From an optimization exercise on the open Yosys and OpenROAD flow, aimed at small area and a short achievable clock period; shortcuts taken in it are not production practice. RTL that was checked went through simulation tests only; none was proved equivalent to the original.

==> flow/design.v (excerpt) <==
module lms_filter (
    input clk,
    input reset,
    input en,                  
    input [15:0] x_in,         
    input [15:0] d_in,         
    input [15:0] mu,           
    output [15:0] y_out,       
    output [15:0] e_out        
);
clock: 26.0 ns
lec_check: 0
abc_area: 1
cap_margin: 20
core_margin: 2
core_utilization: 45
slew_margin: 20
synth_hierarchical: 1
standard.sh (not shown) runs the stock make flow with config.mk's settings and CLKGATE_MAP_FILE= SYNTH_SCRIPT=/design/flow/synth_recipe.tcl, a recipe that flattens the netlist after the stock synthesis.
==> flow/flow/run.sh <==
#!/bin/bash
set -euo pipefail
MARGIN=$(tr -d ' \n' < flow/setup_margin)
bash standard.sh SETUP_SLACK_MARGIN="$MARGIN" finish > flow_make.log 2>&1
==> flow/flow/setup_margin <==
10
Then changed:
--- a/flow/design.v
+++ b/flow/design.v
@@ -4209,38 +4209,46 @@
     wire n4672 = n4610 ^ n4611;
     wire n4673 = n4612 & n4613;
     wire n4674 = n4612 ^ n4613;
     wire n4675 = n4614 & n4615;
     wire n4676 = n4614 ^ n4615;
     wire [15:0] upd3_s;
     lms_add_upd3 u_upd3 (.g({n4675, n4673, n4671, n4669, n4667, n4665, n4663, n4661, n4659, n4657, n4655, n4653, n4651, n4649, n4647, n4645, n4643, n4641, n4639, n4637, n4635, n4633, n4631, n4629, n4627, n4625, n4623, n4621, n4619, 1'b0, n4617}), .p({n4676, n4674, n4672, n4670, n4668, n4666, n4664, n4662, n4660, n4658, n4656, n4654, n4652, n4650, n4648, n4646, n4644, n4642, n4640, n4638, n4636, n4634, n4632, n4630, n4628, n4626, n4624, n4622, n4620, n4234, n4618}), .s(upd3_s));
     wire [30:0] upd3 = {upd3_s, 15'b0};
     wire sat = acc[31] ^ acc[30];
     assign y_out = sat ? {acc[31], {15{~acc[31]}}} : acc[30:15];
-    assign e = sat ? (acc[31] ? (dq ^ 16'h8000) : (dq1 ^ 16'h8000)) : ens[30:15];
+    lms_err u_err (.acc_hi(acc[31:30]), .dq(dq), .dq1(dq1), .ens(ens[30:15]), .e(e));
     assign e_out = e;
     assign step = mue[31:16];
     always @(posedge clk or posedge reset) begin
         if (reset) begin
             xd0 <= 24'd0; xd1 <= 24'd0; xd2 <= 24'd0; xd3 <= 24'd0;
             w0 <= 16'd0; w1 <= 16'd0; w2 <= 16'd0; w3 <= 16'd0;
             dq <= 16'd0;
         end else begin
             if (en) begin
                 xd0 <= xin_enc; xd1 <= xd0; xd2 <= xd1; xd3 <= xd2;
                 dq <= d_in;
             end
             w0 <= upd0[30:15]; w1 <= upd1[30:15];
             w2 <= upd2[30:15]; w3 <= upd3[30:15];
         end
     end
 endmodule
+module lms_err (
+    input [1:0] acc_hi,
+    input [15:0] dq, dq1, ens,
+    output [15:0] e
+);
+    wire sat = acc_hi[1] ^ acc_hi[0];
+    assign e = sat ? (acc_hi[1] ? (dq ^ 16'h8000) : (dq1 ^ 16'h8000)) : ens;
+endmodule
 module lms_fa (
     input a, b, c,
     output s, co
 );
     assign s = a ^ b ^ c;
     assign co = (a & b) | (a & c) | (b & c);
 endmodule
 module lms_ha (
     input a, b,
     output s, co
=> Cell area went up by 0.44%. Wire length went up by 1.6%. Worst setup slack gets worse by 100 ps.
No functional check of the RTL was part of the second run of this note.

--- another note on this design; it stands on its own ---

Setup of wip/maple:
==> flow/design.v (excerpt) <==
module lms_filter (
    input clk,
    input reset,
    input en,                  
    input [15:0] x_in,         
    input [15:0] d_in,         
    input [15:0] mu,           
    output [15:0] y_out,       
    output [15:0] e_out        
);
For scale: ~7100 cells after synthesis, about 83 I/O pins.
==> flow/config.mk <==
export PLATFORM = sky130hd
export DESIGN_NAME = lms_filter
export DESIGN_NICKNAME = lms_filter
export VERILOG_FILES = /design/flow/design.v
export SDC_FILE = /design/flow/constraint.sdc
export NUM_CORES = 4
export LEC_CHECK = 0
export ABC_AREA = 1
export CAP_MARGIN = 20
export CORE_MARGIN = 2
export CORE_UTILIZATION = 50
export PLACE_DENSITY = 0.72
export SLEW_MARGIN = 20
export SYNTH_HIERARCHICAL = 1
==> flow/constraint.sdc <==
create_clock -name core_clock -period 26.0 [get_ports {clk}]
set_input_delay 5.2000 -clock core_clock [delete_from_list [all_inputs] [get_ports {clk}]]
set_output_delay 5.2000 -clock core_clock [all_outputs]
set_load 0.01 [all_outputs]
standard.sh (not shown) runs the stock make flow with config.mk's settings and CLKGATE_MAP_FILE= SYNTH_SCRIPT=/design/flow/synth_recipe.tcl, a recipe that flattens the netlist after the stock synthesis.
==> flow/flow/run.sh <==
#!/bin/bash
set -euo pipefail
MARGIN=$(tr -d ' \n' < flow/setup_margin)
bash standard.sh SETUP_SLACK_MARGIN="$MARGIN" finish > flow_make.log 2>&1
==> flow/flow/setup_margin <==
10
wip/maple reached the end of the flow, and the finished layout is clean on the timing, design-rule and antenna checks.
For wip/quartz, these inputs were changed with respect to wip/maple:
- CORE_UTILIZATION changed from 50 to 52
- PLACE_DENSITY removed (was 0.72)
Notes after the runs:
Taking wip/maple as the reference, in wip/quartz number of cells after detailed placement moved down; post-CTS setup repair buffer count moved down.
Setup slack in wip/quartz is larger than in wip/maple.
Relative to wip/maple, global-route track usage on met1 has increased by 4.2 points in wip/quartz.
wip/maple -> wip/quartz: area of the multi-input gates flat

* * *

Starting RTL as in the previous note.
==> flow/design.v (excerpt) <==
module lms_filter (
    input clk,
    input reset,
    input en,                  
    input [15:0] x_in,         
    input [15:0] d_in,         
    input [15:0] mu,           
    output [15:0] y_out,       
    output [15:0] e_out        
);
export LEC_CHECK = 0
export ABC_AREA = 1
export CAP_MARGIN = 20
export CORE_MARGIN = 2
export CORE_UTILIZATION = 50
export SLEW_MARGIN = 20
export SYNTH_HIERARCHICAL = 1
create_clock -name core_clock -period 26.0 [get_ports {clk}]
==> flow/flow/run.sh <==
#!/bin/bash
set -euo pipefail
read -r CTS_MARGIN GRT_MARGIN < flow/setup_margin
bash standard.sh SETUP_SLACK_MARGIN="$CTS_MARGIN" cts > flow_make_cts.log 2>&1
bash standard.sh SETUP_SLACK_MARGIN="$GRT_MARGIN" finish > flow_make_finish.log 2>&1
==> flow/flow/setup_margin <==
10 9.5
Edit:
==> flow/flow/setup_margin (replaced) <==
10.5 0
Settings changed: CORE_UTILIZATION 50 to 45.
After rerunning:
- routed wire length is lower by 1.5%
- register-to-register slack gets worse by 0.097 ns
- die area is higher by 11%
- maximum frequency is lower by 0.60%

==> port drivers added, routing unchanged <==
No port has a modelled driver above. Below, the same layouts with a new extraction and two added sets of constraints. Step 1, drivers: a clkbuf_16 drives clk and a buf_2 each remaining input, both assumed. Step 2 times the ports against the registers' clock, not the clock port: input delays grow and output delays shrink by t, the midpoint of the rising clock arrivals with the driver on. Slacks: no drivers / after step 1 / after step 2; pairs: no drivers / after step 1.
| run | shift t [ns] | slack for setup (ns) | latest minus earliest clock arrival (ns) | worst data-port slew with drivers (ns) | cell pins on the clock port's net |
|---|---|---|---|---|---|
| the first run of note 1 | 0.643 | 10.572 / 10.572 / 10.165 | 0.026 / 0.027 | 0.05 | 1 |
| the second run of note 1 | 0.647 | 10.473 / 10.473 / 10.009 | 0.042 / 0.041 | 0.04 | 1 |
| wip/maple | 0.619 | 10.387 / 10.387 / 10.287 | 0.026 / 0.027 | 0.05 | 1 |
| wip/quartz | 0.645 | 10.480 / 10.480 / 9.966 | 0.024 / 0.024 | 0.06 | 1 |
| the first run of note 3 | 0.643 | 10.100 / 10.100 / 10.012 | 0.024 / 0.023 | 0.05 | 1 |
| the second run of note 3 | 0.641 | 10.003 / 10.003 / 9.916 | 0.033 / 0.034 | 0.05 | 1 |
After both steps every run listed still meets setup and hold. For wip/quartz, which loses most, drivers alone change the setup slack by 0.000 ns; drivers and shift together by -0.514 ns.
